Context: an optimization exercise on an open-source flow, tuned for small area, a short achievable clock period and few clock cycles per item. The choices shown serve that exercise and are no tape-out recipe. In this exercise RTL edits were held to simulation tests only and were not proved equivalent to the original.

==> job 9792: inputs <==
## montprowrap
module montprowrap (clk, rst, a, b, m, r, start, done);
parameter WID = 256;
parameter K = 16;
parameter N = (WID + K - 1) / K;    
parameter E = N * K - WID;          
parameter CW = 5;
input            clk;
input            rst;
input  [WID-1:0] a;
input  [WID-1:0] b;
input  [WID-1:0] m;
output [WID-1:0] r;
input            start;
output           done;
reg          idle;    
reg          bmc;     
reg          arr;     
reg          fin1;    
reg          fin2;    
reg [CW-1:0] cnt;     
wire lastc = cnt == N - 1;
always @(posedge clk) begin
    if (rst) begin
        idle <= 1'b1;
        bmc  <= 1'b0;
        arr  <= 1'b0;
        fin1 <= 1'b0;
        fin2 <= 1'b0;
    end else begin
        idle <= (idle & ~start) | fin2;
        bmc  <= idle & start;
        arr  <= bmc | (arr & ~lastc);
        fin1 <= arr & lastc;
        fin2 <= fin1;
    end
end
always @(posedge clk) begin
    if (arr) cnt <= cnt + 1'b1;
    else     cnt <= {CW{1'b0}};
end
assign done = idle;
reg [WID-1:0] br, mr;
reg [WID:0]   bmr;
reg [K-1:0]   xr;
wire [N*K-1:0] ax = {a, {E{1'b0}}};
wire [CW-1:0]  nx = arr ? cnt + 1'b1 : {CW{1'b0}};
always @(posedge clk) begin
    br <= b;
    mr <= m;
    xr <= ax[nx*K +: K];
end
reg [WID:0] sr;    
reg [WID:0] cr;
wire [WID-1:0] so;
wire [WID:0]   co;
montpro #(WID, K) imontpro (.sni(sr[WID-1:0]), .cni(cr), .x(xr), .b(br), .m(mr), .bm(bmr), .sno(so), .cno(co));
wire [WID+1:0] ad;
wire           fin = fin1 | fin2;
cla #(WID+2, 16) iadd (.a({fin1, sr}), .b({fin, cr}), .ci(fin), .sum(ad));
wire           neg = ad[WID+1];    
always @(posedge clk) begin
    if (bmc) bmr <= ad[WID:0];
end
always @(posedge clk) begin
    if (idle)      sr <= {1'b0, b};
    else if (bmc)  sr <= {(WID+1){1'b1}};
    else if (arr)  sr <= {1'b1, so};
    else if (fin1) sr <= ~ad[WID:0];
    else           sr <= {1'b0, neg ? sr[WID-1:0] : ad[WID-1:0]};
end
always @(posedge clk) begin
    if (idle)      cr <= {1'b0, m};
    else if (bmc)  cr <= {(WID+1){1'b1}};
    else if (arr)  cr <= co;
    else           cr <= {1'b1, ~mr};
end
assign r = sr[WID-1:0];
endmodule
==> module montprowrap, before the edit <==
module montprowrap (clk, rst, a, b, m, r, start, done);
parameter WID = 256;
parameter K = 16;
parameter N = (WID + K - 1) / K;    
parameter E = N * K - WID;          
parameter CW = 5;
input            clk;
input            rst;
input  [WID-1:0] a;
input  [WID-1:0] b;
input  [WID-1:0] m;
output [WID-1:0] r;
input            start;
output           done;
reg          idle;    
reg          bmc;     
reg          arr;     
reg          fin1;    
reg          fin2;    
reg [CW-1:0] cnt;     
wire lastc = cnt == N - 1;
always @(posedge clk) begin
    if (rst) begin
        idle <= 1'b1;
        bmc  <= 1'b0;
        arr  <= 1'b0;
        fin1 <= 1'b0;
        fin2 <= 1'b0;
    end else begin
        idle <= (idle & ~start) | fin2;
        bmc  <= idle & start;
        arr  <= bmc | (arr & ~lastc);
        fin1 <= arr & lastc;
        fin2 <= fin1;
    end
end
always @(posedge clk) begin
    if (arr) cnt <= cnt + 1'b1;
    else     cnt <= {CW{1'b0}};
end
assign done = idle;
reg [WID-1:0] br, mr;
reg [WID:0]   bmr;
reg [K-1:0]   xr;
wire [N*K-1:0] ax = {a, {E{1'b0}}};
wire [CW-1:0]  nx = arr ? cnt + 1'b1 : {CW{1'b0}};
always @(posedge clk) begin
    br <= b;
    mr <= m;
    xr <= ax[nx*K +: K];
end
reg [WID:0] sr;    
reg [WID:0] cr;
wire [WID-1:0] so;
wire [WID:0]   co;
montpro #(WID, K) imontpro (.sni(sr[WID-1:0]), .cni(cr), .x(xr), .b(br), .m(mr), .bm(bmr), .sno(so), .cno(co));
wire [WID+1:0] ad;
wire           fin = fin1 | fin2;
cla #(WID+2, 16) iadd (.a({fin1, sr}), .b({fin, cr}), .ci(fin), .sum(ad));
wire           neg = ad[WID+1];    
always @(posedge clk) begin
    if (bmc) bmr <= ad[WID:0];
end
always @(posedge clk) begin
    if (idle)      sr <= {1'b0, b};
    else if (bmc)  sr <= {(WID+1){1'b1}};
    else if (arr)  sr <= {1'b1, so};
    else if (fin1) sr <= ~ad[WID:0];
    else           sr <= {1'b0, neg ? sr[WID-1:0] : ad[WID-1:0]};
end
always @(posedge clk) begin
    if (idle)      cr <= {1'b0, m};
    else if (bmc)  cr <= {(WID+1){1'b1}};
    else if (arr)  cr <= co;
    else           cr <= {1'b1, ~mr};
end
assign r = sr[WID-1:0];
endmodule
==> module montpro, before the edit <==
module montpro (sni, cni, x, b, m, bm, sno, cno);
parameter WID = 256;
parameter K = 16;
input  [WID-1:0] sni;   
input  [WID:0]   cni;   
input  [K-1:0]   x;     
input  [WID-1:0] b;
input  [WID-1:0] m;
input  [WID:0]   bm;    
output [WID-1:0] sno;
output [WID:0]   cno;
wire [WID-1:0] s [0:K];
wire [WID:0]   c [0:K];
assign s[0] = sni;
assign c[0] = cni;
genvar i, j;
generate
for (i = 0; i < K; i = i + 1) begin : step
    wire q = s[i][0] ^ c[i][0] ^ (x[i] & b[0]);
    wire [WID:0] ad;      
    wire [WID:0] rs;      
    wire [WID+1:1] rc;    
    mux #(WID+1) sel (.x(x[i]), .q(q), .b({1'b0, b}), .m({1'b0, m}), .bm(bm), .sn(ad));
    for (j = 0; j < WID; j = j + 1) begin : col
        full_adder fa (.a(s[i][j]), .b(c[i][j]), .c_i(ad[j]), .sum(rs[j]), .c_o(rc[j+1]));
    end
    assign rs[WID] = ~(c[i][WID] ^ ad[WID]);
    assign rc[WID+1] = c[i][WID] | ad[WID];
    assign s[i+1] = rs[WID:1];
    assign c[i+1] = rc[WID+1:1];
end
endgenerate
assign sno = s[K];
assign cno = c[K];
endmodule
==> module cla, before the edit <==
module cla (a, b, ci, sum);
parameter WID = 258;
parameter BLK = 16;
input  [WID-1:0] a, b;
input            ci;
output [WID-1:0] sum;
localparam NBLK = (WID + BLK - 1) / BLK;
wire [NBLK:0] bc;   
assign bc[0] = ci;
genvar i, k;
generate
for (k = 0; k < NBLK; k = k + 1) begin : blk
    localparam LO = k * BLK;
    localparam HI = ((k + 1) * BLK > WID) ? WID : (k + 1) * BLK;
    wire [HI:LO] c;     
    wire [HI:LO] ic;    
    wire [HI-1:LO] s0;
    assign c[LO] = 1'b0;
    assign ic[LO] = bc[k];
    for (i = LO; i < HI; i = i + 1) begin : bt
        if (i == LO) begin : h
            assign s0[i] = a[i] ^ b[i];
            assign c[i+1] = a[i] & b[i];
        end else begin : f
            full_adder fa (.a(a[i]), .b(b[i]), .c_i(c[i]), .sum(s0[i]), .c_o(c[i+1]));
        end
        assign sum[i] = s0[i] ^ ic[i];
        assign ic[i+1] = s0[i] & ic[i];
    end
    assign bc[k+1] = c[HI] | (bc[k] & (&s0));
end
endgenerate
endmodule
==> module mux, before the edit <==
module mux (x, q, b, m, bm, sn);
parameter WIDTH = 257;
input              x, q;
input  [WIDTH-1:0] b, m, bm;
output [WIDTH-1:0] sn;
wire sb  = x & ~q;
wire sm  = ~x & q;
wire sbm = x & q;
assign sn = ~(({WIDTH{sb}} & b) | ({WIDTH{sm}} & m) | ({WIDTH{sbm}} & bm));
endmodule
==> flow/config.mk <==
export PLATFORM = sky130hd
export DESIGN_NAME = montprowrap
export DESIGN_NICKNAME = montprowrap
export VERILOG_FILES = /design/flow/design.v
export SDC_FILE = /design/flow/constraint.sdc
export NUM_CORES = 4
export LEC_CHECK = 0
export ABC_AREA = 1
export CAP_MARGIN = 20
export CORE_MARGIN = 2
export CORE_UTILIZATION = 55
export SLEW_MARGIN = 40
==> flow/constraint.sdc <==
create_clock -name core_clock -period 130.0 [get_ports {clk}]
set_input_delay 26.0000 -clock core_clock [delete_from_list [all_inputs] [get_ports {clk}]]
set_output_delay 26.0000 -clock core_clock [all_outputs]
set_load 0.01 [all_outputs]
run.sh (not shown) runs the stock make flow with config.mk's settings and CLKGATE_MAP_FILE= SYNTH_SCRIPT=/design/flow/synth_recipe.tcl, a recipe that flattens the netlist after the stock synthesis.
==> job 5387: changes against job 9792 <==
--- a/flow/config.mk
+++ b/flow/config.mk
@@ -9,4 +9,4 @@
 export CAP_MARGIN = 20
 export CORE_MARGIN = 2
-export CORE_UTILIZATION = 55
+export CORE_UTILIZATION = 40
 export SLEW_MARGIN = 40
==> job 3506: changes against job 9792 <==
==> flow/design.v (replaced) <==
module montprowrap (clk, rst, a, b, m, r, start, done);
parameter WID = 256;
parameter K = 16;
parameter N = (WID + K - 1) / K;    
parameter E = N * K - WID;          
parameter CW = 5;
input            clk;
input            rst;
input  [WID-1:0] a;
input  [WID-1:0] b;
input  [WID-1:0] m;
output [WID-1:0] r;
input            start;
output           done;
reg          idle;    
reg          bmc;     
reg          arr;     
reg          fin;     
reg [CW-1:0] cnt;     
wire lastc = cnt == N - 1;
always @(posedge clk) begin
    if (rst) begin
        idle <= 1'b1;
        bmc  <= 1'b0;
        arr  <= 1'b0;
        fin  <= 1'b0;
    end else begin
        idle <= (idle & ~start) | fin;
        bmc  <= idle & start;
        arr  <= bmc | (arr & ~lastc);
        fin  <= arr & lastc;
    end
end
always @(posedge clk) begin
    if (arr) cnt <= cnt + 1'b1;
    else     cnt <= {CW{1'b0}};
end
assign done = idle;
reg [WID-1:0] br, mr;
reg [WID:0]   bmr;
reg [K-1:0]   xr;
wire [N*K-1:0] ax = {a, {E{1'b0}}};
wire [CW-1:0]  nx = arr ? cnt + 1'b1 : {CW{1'b0}};
always @(posedge clk) begin
    br <= b;
    mr <= m;
    xr <= ax[nx*K +: K];
end
reg [WID:0] sr;    
reg [WID:0] cr;
wire [WID-1:0] so;
wire [WID:0]   co;
montpro #(WID, K) imontpro (.si(sr[WID-1:0]), .ci(cr), .x(xr), .b(br), .m(mr), .bm(bmr), .so(so), .co(co));
wire [WID+1:0] ad1, ad2;
cla #(WID+2, 16) iadd1 (.a({1'b0, sr}), .b({1'b0, cr}), .ci(1'b0), .sum(ad1));
cla #(WID+2, 16) iadd2 (.a(ad1), .b({2'b11, ~mr}), .ci(1'b1), .sum(ad2));
wire [WID-1:0] res = ad2[WID+1] ? ad1[WID-1:0] : ad2[WID-1:0];
always @(posedge clk) begin
    if (bmc) bmr <= ad1[WID:0];
end
always @(posedge clk) begin
    if (idle)      sr <= {1'b0, b};
    else if (bmc)  sr <= {(WID+1){1'b0}};
    else if (arr)  sr <= {1'b0, so};
    else           sr <= {1'b0, res};
end
always @(posedge clk) begin
    if (idle)      cr <= {1'b0, m};
    else if (arr)  cr <= co;
    else           cr <= {(WID+1){1'b0}};
end
assign r = sr[WID-1:0];
endmodule
module montpro (si, ci, x, b, m, bm, so, co);
parameter WID = 256;
parameter K = 16;
parameter NL = 2;       
input  [WID-1:0] si;    
input  [WID:0]   ci;    
input  [K-1:0]   x;     
input  [WID-1:0] b;
input  [WID-1:0] m;
input  [WID:0]   bm;    
output [WID-1:0] so;
output [WID:0]   co;
wire [WID-1:0] s [0:K];
wire [WID:0]   c [0:K];
wire [K-1:0]   q;
assign s[0] = si;
assign c[0] = ci;
assign q[0] = si[0] ^ ci[0] ^ (x[0] & b[0]);
genvar i, j;
generate
for (i = 0; i < K; i = i + 1) begin : step
    wire [WID:1] ad;      
    wire [WID:1] rs;      
    wire [WID+1:1] rc;    
    assign ad[NL:1] = q[i] ? (x[i] ? bm[NL:1] : m[NL:1]) : ({NL{x[i]}} & b[NL:1]);
    mux #(WID-NL) sel (.x(x[i]), .q(q[i]), .b({1'b0, b[WID-1:NL+1]}), .m({1'b0, m[WID-1:NL+1]}), .bm(bm[WID:NL+1]), .s(ad[WID:NL+1]));
    assign rc[1] = s[i][0] | c[i][0];
    for (j = 1; j < WID; j = j + 1) begin : col
        full_adder fa (.a(s[i][j]), .b(c[i][j]), .c_i(ad[j]), .sum(rs[j]), .c_o(rc[j+1]));
    end
    assign rs[WID] = c[i][WID] ^ ad[WID];
    assign rc[WID+1] = c[i][WID] & ad[WID];
    assign s[i+1] = rs[WID:1];
    assign c[i+1] = rc[WID+1:1];
    if (i < K - 1) begin : nq
        wire p  = s[i][1] ^ c[i][1] ^ rc[1] ^ (x[i+1] & b[0]);
        wire a0 = x[i] & b[1];
        wire a1 = x[i] ? bm[1] : m[1];
        assign q[i+1] = q[i] ? (p ^ a1) : (p ^ a0);
    end
end
endgenerate
assign so = s[K];
assign co = c[K];
endmodule
module cla (a, b, ci, sum);
parameter WID = 258;
parameter BLK = 16;
input  [WID-1:0] a, b;
input            ci;
output [WID-1:0] sum;
localparam NBLK = (WID + BLK - 1) / BLK;
localparam LVL = (NBLK >= 64) ? 7 : (NBLK >= 32) ? 6 : (NBLK >= 16) ? 5 :
                 (NBLK >= 8) ? 4 : (NBLK >= 4) ? 3 : (NBLK >= 2) ? 2 : 1;   
wire [NBLK-1:0] bg, bp;       
wire [NBLK:0]   bc;           
genvar i, k, l;
generate
for (k = 0; k < NBLK; k = k + 1) begin : blk
    localparam LO = k * BLK;
    localparam HI = ((k + 1) * BLK > WID) ? WID : (k + 1) * BLK;
    wire [HI:LO] c;     
    wire [HI:LO] ic;    
    wire [HI-1:LO] s0;
    assign c[LO] = 1'b0;
    assign ic[LO] = bc[k];
    for (i = LO; i < HI; i = i + 1) begin : bt
        if (i == LO) begin : h
            assign s0[i] = a[i] ^ b[i];
            assign c[i+1] = a[i] & b[i];
        end else begin : f
            full_adder fa (.a(a[i]), .b(b[i]), .c_i(c[i]), .sum(s0[i]), .c_o(c[i+1]));
        end
        assign sum[i] = s0[i] ^ ic[i];
        assign ic[i+1] = s0[i] & ic[i];
    end
    assign bg[k] = c[HI];
    assign bp[k] = &s0;
end
wire [NBLK:0] g [0:LVL];
wire [NBLK:0] p [0:LVL];
assign g[0] = {bg, ci};
assign p[0] = {bp, 1'b0};
for (l = 0; l < LVL; l = l + 1) begin : lv
    for (k = 0; k <= NBLK; k = k + 1) begin : nd
        if (k >= (1 << l)) begin : op
            assign g[l+1][k] = g[l][k] | (p[l][k] & g[l][k - (1 << l)]);
            assign p[l+1][k] = p[l][k] & p[l][k - (1 << l)];
        end else begin : pass
            assign g[l+1][k] = g[l][k];
            assign p[l+1][k] = p[l][k];
        end
    end
end
assign bc = g[LVL];
endgenerate
endmodule
module full_adder (a, b, c_i, sum, c_o);
input  a;
input  b;
input  c_i;
output sum;
output c_o;
assign sum = a ^ b ^ c_i;
assign c_o = (a & b) | (a & c_i) | (b & c_i);
endmodule
module mux (x, q, b, m, bm, s);
parameter WIDTH = 257;
input              x, q;
input  [WIDTH-1:0] b, m, bm;
output [WIDTH-1:0] s;
wire sb  = x & ~q;
wire sm  = ~x & q;
wire sbm = x & q;
assign s = ({WIDTH{sb}} & b) | ({WIDTH{sm}} & m) | ({WIDTH{sbm}} & bm);
endmodule
--- a/flow/config.mk
+++ b/flow/config.mk
@@ -9,4 +9,5 @@
 export CAP_MARGIN = 20
 export CORE_MARGIN = 2
-export CORE_UTILIZATION = 55
+export CORE_UTILIZATION = 45
+export PLACE_DENSITY = 0.5
 export SLEW_MARGIN = 40
==> flow_summary.yaml <==
outcome:
  run_status: "complete, no violations"
finish:
  final-clk-cell-share: 0.02732
  clock_buffer_count: 242
grt:
  global_route_wire_length_before_repair_um: 1371000
  first_global_vias: 191481
die:
  rows: 264
sta:
  whs_ns: 0.4662
  finalCriticalPeriod_ns: 38.14
route:
  drt_first_pass_iters: 7
That was job 5387.
==> flow_summary.yaml <==
outcome:
  run_status: "complete, no violations"
grt:
  first_global_vias: 209564
  global_route_wire_length_before_repair_um: 1595000
die:
  initial_core_util: 0.4516
route:
  drt_first_pass_iters: 7
sta:
  whs_ns: 0.4525
  finalCriticalPeriod_ns: 28.50
finish:
  seqCellArea_mm2: 0.02873
  clock_buffer_count: 261
synth:
  synth_area_leaders: "sky130_fd_sc_hd__fa_1 42%, sky130_fd_sc_hd__dfxtp_1 9.7%, sky130_fd_sc_hd__o22ai_1 8.8%"
critical_path:
  reg2reg_setup_slack_ns: 102.71
cts:
  cts-root-buf: "sky130_fd_sc_hd__clkbuf_16"
That was job 3506.
==> flow_summary.yaml <==
cts:
  ctsResizeCount: 0
finish:
  final_cell_mix: "4811 x sky130_fd_sc_hd__nand2_1, 4320 x sky130_fd_sc_hd__fa_1, 3216 x sky130_fd_sc_hd__o221ai_1, 2129 x sky130_fd_sc_hd__inv_1, 1027 x sky130_fd_sc_hd__clkdlybuf4s50_1"
  final-clk-cell-share: 0.02677
grt:
  first_global_vias: 190779
  global_route_wire_length_before_repair_um: 1314000
outcome:
  run_status: "complete, no violations"
route:
  drt_first_pass_iters: 8
sta:
  finalCriticalPeriod_ns: 38.46
die:
  rows: 225
That was job 9792.
Testbench counts of job 9792, summed over its fixed seeds: cycles 10,752, mults 512.
Testbench counts of job 5387, summed over its fixed seeds: cycles 10,752, mults 512.
Testbench counts of job 3506, summed over its fixed seeds: cycles 10,240, mults 512.

==> separate check: timing with driven ports <==
No port has a modelled driver above. Below, the same layouts with a new extraction and two added sets of constraints.
Step 1, drivers: a clkbuf_16 drives clk and a buf_2 each remaining input, both assumed.
Step 2, shift: input delay + t, output delay - t, t = (earliest + latest rising clock arrival at the registers) / 2. This alone moves slack from input paths to output paths.
Three values: ideal ports, drivers, drivers and shift; two values: the first two.
| run | shift t [ns] | setup WS [ns] | latest minus earliest clock arrival (ns) | worst slew at a driven data input, ns |
|---|---|---|---|---|
| job 9792 | 1.086 | 91.543 / 91.543 / 91.543 | 0.096 / 0.095 | 0.38 |
| job 5387 | 1.091 | 91.856 / 91.856 / 91.856 | 0.092 / 0.092 | 0.43 |
| job 3506 | 1.111 | 101.495 / 101.361 / 102.199 | 0.077 / 0.077 | 0.47 |
After both steps every run listed still meets setup and hold.
